Context: an optimization exercise on an open-source flow, tuned for small area, a short achievable clock period and few clock cycles. The choices shown serve that exercise and are no tape-out recipe.
RTL that was checked went through simulation tests only; none was proved equivalent to the original.
For run 2, only the layout was checked, not whether the RTL still works.
Power and IR drop assume default switching activity.

## flow/design.v (module list and top-level ports; edited modules follow where they fit)
// module booth_mul64: 960 lines
module booth_mul64(clk, reset_n, multiplier, multiplicand, op_start, op_clear, op_done, result);
  // ...
==> flow/flow/run.sh <==
#!/bin/bash
# Layout flow: the standard flow, with the port buffers made of the
# smallest plain buffer instead of the default delay buffer, a clock tree of
# fewer buffers without dummy loads, and no four-high transistor stacks
# (slow under load) among the cells the mapper and resizer may pick.
set -o pipefail
export BUFFER_PORTS_ARGS="-buffer_cell sky130_fd_sc_hd__buf_1"
export CTS_ARGS="-sink_clustering_enable -repair_clock_nets -dont_use_dummy_load -buf_list sky130_fd_sc_hd__clkbuf_16 -sink_clustering_size 22 -sink_clustering_max_diameter 110"
export DONT_USE_CELLS="sky130_fd_sc_hd__a2111o_1 sky130_fd_sc_hd__a2111o_2 sky130_fd_sc_hd__a2111o_4 sky130_fd_sc_hd__a2111oi_0 sky130_fd_sc_hd__a2111oi_1 sky130_fd_sc_hd__a2111oi_2 sky130_fd_sc_hd__a2111oi_4 sky130_fd_sc_hd__a41o_1 sky130_fd_sc_hd__a41o_2 sky130_fd_sc_hd__a41o_4 sky130_fd_sc_hd__a41oi_1 sky130_fd_sc_hd__a41oi_2 sky130_fd_sc_hd__a41oi_4 sky130_fd_sc_hd__nor4_1 sky130_fd_sc_hd__nor4_2 sky130_fd_sc_hd__nor4_4 sky130_fd_sc_hd__nor4b_1 sky130_fd_sc_hd__nor4b_2 sky130_fd_sc_hd__nor4b_4 sky130_fd_sc_hd__nor4bb_1 sky130_fd_sc_hd__nor4bb_2 sky130_fd_sc_hd__nor4bb_4 sky130_fd_sc_hd__o2111a_1 sky130_fd_sc_hd__o2111a_2 sky130_fd_sc_hd__o2111a_4 sky130_fd_sc_hd__o2111ai_1 sky130_fd_sc_hd__o2111ai_2 sky130_fd_sc_hd__o2111ai_4 sky130_fd_sc_hd__o41a_1 sky130_fd_sc_hd__o41a_2 sky130_fd_sc_hd__o41a_4 sky130_fd_sc_hd__o41ai_1 sky130_fd_sc_hd__o41ai_2 sky130_fd_sc_hd__o41ai_4 sky130_fd_sc_hd__or4_1 sky130_fd_sc_hd__or4_2 sky130_fd_sc_hd__or4_4 sky130_fd_sc_hd__or4b_1 sky130_fd_sc_hd__or4b_2 sky130_fd_sc_hd__or4b_4 sky130_fd_sc_hd__or4bb_1 sky130_fd_sc_hd__or4bb_2 sky130_fd_sc_hd__or4bb_4 "
bash standard.sh > standard.log 2>&1
==> flow/standard.sh <==
#!/bin/bash
# synth_recipe.tcl (not shown) runs the flow's synth.tcl, then flattens the netlist and writes it again
# the make line also repeats each setting of config.mk as NAME=value (left out here)
make -C /OpenROAD-flow-scripts/flow DESIGN_CONFIG=/design/flow/config.mk WORK_HOME=/design/flow/orfs CLKGATE_MAP_FILE= SYNTH_SCRIPT=/design/flow/synth_recipe.tcl "${@:-finish}"
==> flow/config.mk <==
export PLATFORM = sky130hd
export DESIGN_NAME = booth_mul64
export DESIGN_NICKNAME = booth_mul64
export VERILOG_FILES = /design/flow/design.v
export SDC_FILE = /design/flow/constraint.sdc
export NUM_CORES = 4
export LEC_CHECK = 0
export CAP_MARGIN = 20
export CORE_MARGIN = 2
export CORE_UTILIZATION = 40
export SETUP_SLACK_MARGIN = 4.0
export SLEW_MARGIN = 20
==> flow/constraint.sdc <==
create_clock -name core_clock -period 7.0 [get_ports {clk}]
set_input_delay 1.4000 -clock core_clock [delete_from_list [all_inputs] [get_ports {clk}]]
set_output_delay 1.4000 -clock core_clock [all_outputs]
set_load 0.01 [all_outputs]
==> flow_metrics.tcl, run 1 <==
set metrics [dict create \
    p_comb_share_pct 65.6 \
    hold_buffers 0 \
    placedCellCount 3017 \
    rsz0062_at_grt "true" \
    cts_resized 77 \
    end_kind "flip-flop" \
    clkPwrFrac_pct 9.5 \
    syn_nets 2621 \
    min-delay-start "cnt[0]" \
    startpoint "C[37]" \
    rows 86 \
    status "complete, no violations" \
    drcViolationCount 0 \
    powerComb_mw 7.70 \
    ir_worst_vdd_mv 0.2091 \
    cts_root_buf "clkbuf_16" \
    power_density_nw_per_um2 460.8 \
    cp_num_buf_inv 0 \
    drt_first_pass_iters 6 \
    num-fill-cells 5353 \
    clkTransAtPathRegs_ps 90 \
    io_pins 261 \
    place_hpwl_mm 52.86 \
    synth-simple-area-share_pct 8.563 \
    setup_ws_ps 3964 \
    syn_inst 2149 \
    grt.overflow.total 0 \
    switching_share_pct 46.16 \
    n_all_buffers 303 \
    fin_util_pct 46.05 \
    pwr-share-seq_pct 24.8 \
    antenna_cells 0 \
    reg2regPathDepth 11 \
    largestClassByArea "multi-input combinational cells" \
    multi_input_gates 1595 \
    setup_viol 0 \
    wl_per_cell_um 23.78 \
]
Testbench counts, summed over its fixed seeds: cycles 6,144.
==> inputs of run 2 (changes only) <==
--- a/flow/design.v
+++ b/flow/design.v
@@ -7,32 +7,42 @@
   reg st_idle, st_busy, st_cpa, st_done;
   reg [2:0] cnt;
   reg [63:0] M;           
   reg [63:0] PL;          
   reg [64:0] S, C;        
   reg [7:0] SL, CL;       
   reg [3:0] bone0, btwo0, bneg0;   
   reg [3:0] bone1, btwo1, bneg1;   
+  reg [3:0] bone2, btwo2, bneg2;   
+  reg [3:0] bone3, btwo3, bneg3;   
   assign op_done = st_done;
   assign result = {S[63:0], PL};
   wire [64:0] xe  = {M[63], M};
   wire [64:0] x2e = {M, 1'b0};
   wire [64:0] pp0;
-  assign pp0[32:0] = (({33{bone0[0]}} & xe[32:0]) | ({33{btwo0[0]}} & x2e[32:0])) ^ {33{bneg0[0]}};
-  assign pp0[64:33] = (({32{bone1[0]}} | ~xe[64:33]) & ({32{btwo1[0]}} | ~x2e[64:33])) ^ {32{bneg1[0]}};
+  assign pp0[16:0] = (({17{bone0[0]}} & xe[16:0]) | ({17{btwo0[0]}} & x2e[16:0])) ^ {17{bneg0[0]}};
+  assign pp0[32:17] = (({16{bone1[0]}} | ~xe[32:17]) & ({16{btwo1[0]}} | ~x2e[32:17])) ^ {16{bneg1[0]}};
+  assign pp0[48:33] = (({16{bone2[0]}} & xe[48:33]) | ({16{btwo2[0]}} & x2e[48:33])) ^ {16{bneg2[0]}};
+  assign pp0[64:49] = (({16{bone3[0]}} | ~xe[64:49]) & ({16{btwo3[0]}} | ~x2e[64:49])) ^ {16{bneg3[0]}};
   wire [64:0] pp1;
-  assign pp1[32:0] = (({33{bone0[1]}} & xe[32:0]) | ({33{btwo0[1]}} & x2e[32:0])) ^ {33{bneg0[1]}};
-  assign pp1[64:33] = (({32{bone1[1]}} | ~xe[64:33]) & ({32{btwo1[1]}} | ~x2e[64:33])) ^ {32{bneg1[1]}};
+  assign pp1[16:0] = (({17{bone0[1]}} & xe[16:0]) | ({17{btwo0[1]}} & x2e[16:0])) ^ {17{bneg0[1]}};
+  assign pp1[32:17] = (({16{bone1[1]}} | ~xe[32:17]) & ({16{btwo1[1]}} | ~x2e[32:17])) ^ {16{bneg1[1]}};
+  assign pp1[48:33] = (({16{bone2[1]}} & xe[48:33]) | ({16{btwo2[1]}} & x2e[48:33])) ^ {16{bneg2[1]}};
+  assign pp1[64:49] = (({16{bone3[1]}} | ~xe[64:49]) & ({16{btwo3[1]}} | ~x2e[64:49])) ^ {16{bneg3[1]}};
   wire [64:0] pp2;
-  assign pp2[32:0] = (({33{bone0[2]}} & xe[32:0]) | ({33{btwo0[2]}} & x2e[32:0])) ^ {33{bneg0[2]}};
-  assign pp2[64:33] = (({32{bone1[2]}} | ~xe[64:33]) & ({32{btwo1[2]}} | ~x2e[64:33])) ^ {32{bneg1[2]}};
+  assign pp2[16:0] = (({17{bone0[2]}} & xe[16:0]) | ({17{btwo0[2]}} & x2e[16:0])) ^ {17{bneg0[2]}};
+  assign pp2[32:17] = (({16{bone1[2]}} | ~xe[32:17]) & ({16{btwo1[2]}} | ~x2e[32:17])) ^ {16{bneg1[2]}};
+  assign pp2[48:33] = (({16{bone2[2]}} & xe[48:33]) | ({16{btwo2[2]}} & x2e[48:33])) ^ {16{bneg2[2]}};
+  assign pp2[64:49] = (({16{bone3[2]}} | ~xe[64:49]) & ({16{btwo3[2]}} | ~x2e[64:49])) ^ {16{bneg3[2]}};
   wire [64:0] pp3;
-  assign pp3[32:0] = (({33{bone0[3]}} & xe[32:0]) | ({33{btwo0[3]}} & x2e[32:0])) ^ {33{bneg0[3]}};
-  assign pp3[64:33] = (({32{bone1[3]}} | ~xe[64:33]) & ({32{btwo1[3]}} | ~x2e[64:33])) ^ {32{bneg1[3]}};
+  assign pp3[16:0] = (({17{bone0[3]}} & xe[16:0]) | ({17{btwo0[3]}} & x2e[16:0])) ^ {17{bneg0[3]}};
+  assign pp3[32:17] = (({16{bone1[3]}} | ~xe[32:17]) & ({16{btwo1[3]}} | ~x2e[32:17])) ^ {16{bneg1[3]}};
+  assign pp3[48:33] = (({16{bone2[3]}} & xe[48:33]) | ({16{btwo2[3]}} & x2e[48:33])) ^ {16{bneg2[3]}};
+  assign pp3[64:49] = (({16{bone3[3]}} | ~xe[64:49]) & ({16{btwo3[3]}} | ~x2e[64:49])) ^ {16{bneg3[3]}};
   wire c8;
   reg first;
   wire [64:0] Si = S & {65{~first}};
   wire hs0, hc0, fs1, fc1, fs2, fc2, hs3, hc3, fs4, fc4, fs5, fc5, fs6, fc6, fs7, fc7, fs8, fc8, fs9, fc9, fs10, fc10, fs11, fc11, fs12, fc12, fs13, fc13, fs14, fc14, fs15, fc15, fs16, fc16, fs17, fc17, fs18, fc18, fs19, fc19, fs20, fc20, fs21, fc21, fs22, fc22, fs23, fc23, fs24, fc24, fs25, fc25, fs26, fc26, fs27, fc27, fs28, fc28, fs29, fc29, fs30, fc30, fs31, fc31, fs32, fc32, fs33, fc33, fs34, fc34, fs35, fc35, fs36, fc36, fs37, fc37, fs38, fc38, fs39, fc39, fs40, fc40, fs41, fc41, fs42, fc42, fs43, fc43, fs44, fc44, fs45, fc45, fs46, fc46, fs47, fc47, fs48, fc48, fs49, fc49, fs50, fc50, fs51, fc51, fs52, fc52, fs53, fc53, fs54, fc54, fs55, fc55, fs56, fc56, fs57, fc57, fs58, fc58, fs59, fc59, fs60, fc60, fs61, fc61, fs62, fc62, fs63, fc63, fs64, fc64, fs65, fc65, fs66, fc66, fs67, fc67, fs68, fc68, fs69, fc69, fs70, fc70, fs71, fc71, fs72, fc72, fs73, fc73, fs74, fc74, fs75, fc75, fs76, fc76, fs77, fc77, fs78, fc78, fs79, fc79, fs80, fc80, fs81, fc81, fs82, fc82, fs83, fc83, fs84, fc84, fs85, fc85, fs86, fc86, fs87, fc87, fs88, fc88, fs89, fc89, fs90, fc90, fs91, fc91, fs92, fc92, fs93, fc93, fs94, fc94, fs95, fc95, fs96, fc96, fs97, fc97, fs98, fc98, fs99, fc99, fs100, fc100, fs101, fc101, fs102, fc102, fs103, fc103, fs104, fc104, fs105, fc105, fs106, fc106, fs107, fc107, fs108, fc108, fs109, fc109, fs110, fc110, fs111, fc111, fs112, fc112, fs113, fc113, fs114, fc114, fs115, fc115, fs116, fc116, fs117, fc117, fs118, fc118, fs119, fc119, fs120, fc120, hs121, hc121, hs122, hc122, fs123, fc123, fs124, fc124, fs125, fc125, fs126, fc126, fs127, fc127, fs128, fc128, fs129, fc129, fs130, fc130, fs131, fc131, fs132, fc132, fs133, fc133, fs134, fc134, fs135, fc135, fs136, fc136, fs137, fc137, fs138, fc138, fs139, fc139, fs140, fc140, fs141, fc141, fs142, fc142, fs143, fc143, fs144, fc144, fs145, fc145, fs146, fc146, fs147, fc147, fs148, fc148, fs149, fc149, fs150, fc150, fs151, fc151, fs152, fc152, fs153, fc153, fs154, fc154, fs155, fc155, fs156, fc156, fs157, fc157, fs158, fc158, fs159, fc159, fs160, fc160, fs161, fc161, fs162, fc162, fs163, fc163, fs164, fc164, fs165, fc165, fs166, fc166, fs167, fc167, fs168, fc168, fs169, fc169, fs170, fc170, fs171, fc171, fs172, fc172, fs173, fc173, fs174, fc174, fs175, fc175, fs176, fc176, fs177, fc177, fs178, fc178, fs179, fc179, fs180, fc180, fs181, fc181, fs182, fc182, fs183, fc183, fs184, fc184, fs185, fc185, fs186, fc186, fs187, fc187, hs188, hc188, hs189, hc189, fs190, fc190, fs191, fc191, fs192, fc192, fs193, fc193, fs194, fc194, fs195, fc195, fs196, fc196, fs197, fc197, fs198, fc198, fs199, fc199, fs200, fc200, fs201, fc201, fs202, fc202, fs203, fc203, fs204, fc204, fs205, fc205, fs206, fc206, fs207, fc207, fs208, fc208, fs209, fc209, fs210, fc210, fs211, fc211, fs212, fc212, fs213, fc213, fs214, fc214, fs215, fc215, fs216, fc216, fs217, fc217, fs218, fc218, fs219, fc219, fs220, fc220, fs221, fc221, fs222, fc222, fs223, fc223, fs224, fc224, fs225, fc225, fs226, fc226, fs227, fc227, fs228, fc228, fs229, fc229, fs230, fc230, fs231, fc231, fs232, fc232, fs233, fc233, fs234, fc234, fs235, fc235, fs236, fc236, fs237, fc237, fs238, fc238, fs239, fc239, fs240, fc240, fs241, fc241, fs242, fc242, fs243, fc243, fs244, fc244, fs245, fc245, fs246, fc246, fs247, fc247, fs248, fc248, fs249, fc249, fs250, fc250, fs251, fc251, fs252, fc252, fs253, fc253, fs254, fc254, fs255, fc255, fs256, fc256, fs257, fc257, hs258, hc258;
   assign hs0 = C[4] ^ Si[4];
   assign hc0 = C[4] & Si[4];
   assign fs1 = C[5] ^ Si[5] ^ pp0[5];
   assign fc1 = (C[5] & Si[5]) | (C[5] & pp0[5]) | (Si[5] & pp0[5]);
@@ -942,16 +952,18 @@
       st_done <= ~op_clear & (st_cpa | st_done);
       cnt <= st_busy ? cnt + 3'd1 : 3'd0;
       first <= st_idle;
     end
   always @(posedge clk) begin
     M <= multiplicand;
     bone0 <= n_one; btwo0 <= n_two; bneg0 <= n_neg;
     bone1 <= ~n_one; btwo1 <= ~n_two; bneg1 <= ~n_neg;
+    bone2 <= n_one; btwo2 <= n_two; bneg2 <= n_neg;
+    bone3 <= ~n_one; btwo3 <= ~n_two; bneg3 <= ~n_neg;
     if (st_idle) PL <= multiplier;
     else if (st_busy | st_cpa) PL <= {sum[7:0], PL[63:8]};
     if (st_busy) S <= TS[72:8];
     else S[63:0] <= sum[71:8];
     if (st_busy) begin
       C <= TC[72:8]; SL <= TS[7:0]; CL <= TC[7:0];
     end else begin
       C <= {st_idle, ninit & {64{st_idle}}}; SL <= 8'd0; CL <= 8'd0;
==> flow/flow/run.sh (replaced) <==
#!/bin/bash
# Layout flow: the standard flow, with the port buffers made of the
# smallest plain buffer instead of the default delay buffer, and a clock tree
# of fewer buffers without dummy loads.
set -o pipefail
export BUFFER_PORTS_ARGS="-buffer_cell sky130_fd_sc_hd__buf_1"
export CTS_ARGS="-sink_clustering_enable -repair_clock_nets -dont_use_dummy_load -buf_list sky130_fd_sc_hd__clkbuf_16 -sink_clustering_size 22 -sink_clustering_max_diameter 110"
bash standard.sh > standard.log 2>&1
==> flow/config.mk (replaced) <==
export PLATFORM = sky130hd
export DESIGN_NAME = booth_mul64
export DESIGN_NICKNAME = booth_mul64
export VERILOG_FILES = /design/flow/design.v
export SDC_FILE = /design/flow/constraint.sdc
export NUM_CORES = 4
export LEC_CHECK = 0
export ABC_AREA = 1
export CAP_MARGIN = 20
export CORE_MARGIN = 2
export CORE_UTILIZATION = 40
export SETUP_SLACK_MARGIN = 4.2
export SLEW_MARGIN = 20
==> flow_metrics.tcl, run 2 <==
set metrics [dict create \
    status "complete, no violations" \
    worstMarginPinSlew_ps 1032 \
    synthToLayoutAreaGrowth_pct 16.64 \
    htree_levels 1 \
    gr-usage-all-layers_pct 26.56 \
    syn_inst 2630 \
    path_class "flip-flop to flip-flop" \
    crit_chain "inv_8 -> buf_12 -> buf_4 -> o22ai_4 -> xor2_2 -> fa_1 -> fa_1 -> fa_2 -> a32o_1" \
    portBuffers 260 \
    fp.dieArea_um2 59560 \
    ir_worst_vdd_mv 0.2240 \
    dieWidth_um 244.1 \
    ys_seq_area_share_pct 29.36 \
    syn_area_um2 23050 \
    hold_viol_final 0 \
    clkLatencyLatePin_ps 580 \
    cpPeakStageDelay_ps 530 \
    finalNonFillerCells 3614 \
    cts_sinks 304 \
    hold_buffers 0 \
    syn_nets 3102 \
    critPathSlowestCell "fa_2" \
    clkTransAtPathRegs_ps 100 \
    cp_max_fo 8 \
    first_iter_violations 1938 \
    synth_common_cells "nand2_1, inv_1, xor2_1, fa_1, o22ai_1" \
    antenna_found_initial 2 \
    synth_top_area_share_pct 22.15 \
    clk_path_buf_depth 3 \
    finClkSkew_ps 99.76 \
    vias 20010 \
    cts_tree "yes" \
    viasPerCell 5.536 \
    synth_ff_type "dfxtp_1" \
    fp.dieH_um 244.1 \
    crit_path_frequent_cell "fa_1" \
    worstPathArrival_ps 3380 \
    slew-limit-headroom_pct 31.21 \
    p_leak_nw 12.70 \
    async_flop_share_pct 2.632 \
    grt_pass1_wl_mm 121.2 \
    cap_violations 0 \
    grt_max_degree 89 \
    mostFrequentLayoutCells "nand2_1, inv_1, buf_1, xor2_1, dfxtp_1" \
    rows 87 \
    fin_util_pct 47.41 \
    setup_ws_ps 4091 \
    timing.final.crit_period_ps 2909 \
    totalWireLength_mm 83.13 \
    max_freq_ghz 0.3438 \
    start_util_pct 40.64 \
    fin_nets 3332 \
    cts_root_buf "clkbuf_16" \
    end_kind "flip-flop" \
    antenna_cells 0 \
    placedCellCount 3553 \
    grt_pass1_vias 20100 \
    io_pins 261 \
    drive_above_1_share_pct 10.46 \
    finalWeightedCongestion 0.9459 \
    drcViolationCount 0 \
    startpoint_type "flip-flop" \
    final_common_cell "nand2_1" \
    synth.area.top_cells "fa_1, dfxtp_1, xor2_1" \
    wl_per_cell_um 23.00 \
    drt_first_pass_iters 8 \
    synth.avg_cell_area_um2 8.765 \
    required_ps 7470 \
    synth.most_common_cell "nand2_1" \
    timing.final.max_slew_violations 0 \
    timing.setup.tns_ps 0 \
    yosysWarnings 1 \
    place_hpwl_mm 59.17 \
    setup_viol 0 \
    pre_cts_slack_ps 3421 \
    synth-seq-cells 304 \
    numCtsBuffers 18 \
    grt.overflow.total 0 \
    rsz0062_at_grt "true" \
    finalCritPeriodShare_pct 41.55 \
    synth_top_area_cell "fa_1" \
    synth_cell_types 41 \
    ant_nets 0 \
    hp-class "flip-flop to flip-flop" \
    synth_edf_count 64 \
    fp.coreArea_um2 56710 \
    num-fill-cells 5338 \
    power_density_nw_per_um2 447.3 \
]
## run 2: cells by family (layout without fill, tap and decap cells)
group	Yosys count	after routing	synth area share, %
AOI/OAI and AO/OA	404	404	10.99
xor gates and xnor gates	271	271	10.30
adders and majority gates	340	340	26.76
buffers and inverters	459	687	7.550
DFF	304	304	29.36
and+or+nand+nor	852	852	15.05
## run 2: worst paths after layout
path,startpoint,endpoint,slack [ps],cells past startpoint
min in group asynchronous,reset_n,st_done,730,1
setup / recovery,bone0[0],C[26],4090,9
max in group asynchronous,reset_n,first,5920,1
hold / removal,cnt[0],cnt[0],440,1
setup reg to reg,bone0[0],C[26],4090,9
hold reg to reg,cnt[0],cnt[0],440,1
## run 2: repair_timing
item | CTS | global route
cloned | 7 | 10
endpoints found under the setup margin | 122 | 114
hold endpoints to repair | 0 | 0
gates resized for setup | 131 | 118
buffers inserted | 6 | 20
pin swaps | 76 | 105
## run 2: layout make-up
class | instances | area, µm² | area share [%]
Sequential cell | 304 | 6812 | 25.34
Multi-Input combinational cell | 1867 | 15220 | 56.61
Inverter | 335 | 1295 | 4.817
Tap cell | 756 | 945.9 | 3.518
Clock buffer | 18 | 450.4 | 1.675
Timing Repair Buffer | 334 | 2162 | 8.042
## run 2: critical path, delay by kind of cell, from the launching register on
kind,cells,cell delay (ps)
buffers and inverters,3,370
adder cells (fa/ha/maj),3,1470
flip-flops,1,390
XOR/XNOR,1,180
AO/OA/AOI/OAI,2,370
## run 2: per-layer routing
| layer | vias up | GRT usage (%) | wire length (µm) |
|---|---|---|---|
| met4 | 0 | 14.96 | 5489 |
| met5 | - | 0 | 0 |
| met3 | 227 | 3.051 | 6507 |
| met1 | 9827 | 32.89 | 31020 |
| met2 | 1044 | 45.05 | 40120 |
| li1 | 8910 | - | - |
## run 2: per-stage QoR
| stage | hold slack (ps) | instance area, µm² | total power, mW |
|---|---|---|---|
| CTS | 445.6 | 25970 | 11.76 |
| global placement | 419.8 | 24740 | 10.21 |
| global route | 469.1 | 26890 | 13.10 |
| floorplan | 386.3 | 23060 | 7.986 |
| detailed placement | 434.5 | 24770 | 10.41 |
| finish | 439.0 | 26890 | 12.03 |
## run 2: report_power, final
group	total (mW)	switching [mW]	internal (mW)	leakage, nW
clock network	1.10	0.639	0.461	0.222
registers	2.79	0.494	2.30	2.71
logic	8.14	4.70	3.43	9.76

static timing again, ports no longer ideal:
How much do the figures lean on ideal ports? The routed layouts below were timed once more, with nothing changed but the port constraints.
Step 1, drivers: a clkbuf_16 drives clk and a buf_2 each remaining input, both assumed.
Step 2, shift: input delay + t, output delay - t, t = (earliest + latest rising clock arrival at the registers) / 2. This alone moves slack from input paths to output paths.
Slacks: ideal ports / drivers / drivers and shift; pairs: ideal ports / drivers.
| run | t, ns | setup slack, ns | worst register clock-pin slew, ns | cell pins on the clock port's net |
|---|---|---|---|---|
| run 1 | 0.583 | 3.964 / 3.964 / 3.838 | 0.10 / 0.10 | 1 |
| run 2 | 0.591 | 4.091 / 4.091 / 4.091 | 0.10 / 0.10 | 1 |
After both steps setup and hold are still met in every run listed. The setup slack of run 1, which loses most, moves by 0.000 ns with the drivers and by -0.126 ns with both steps.
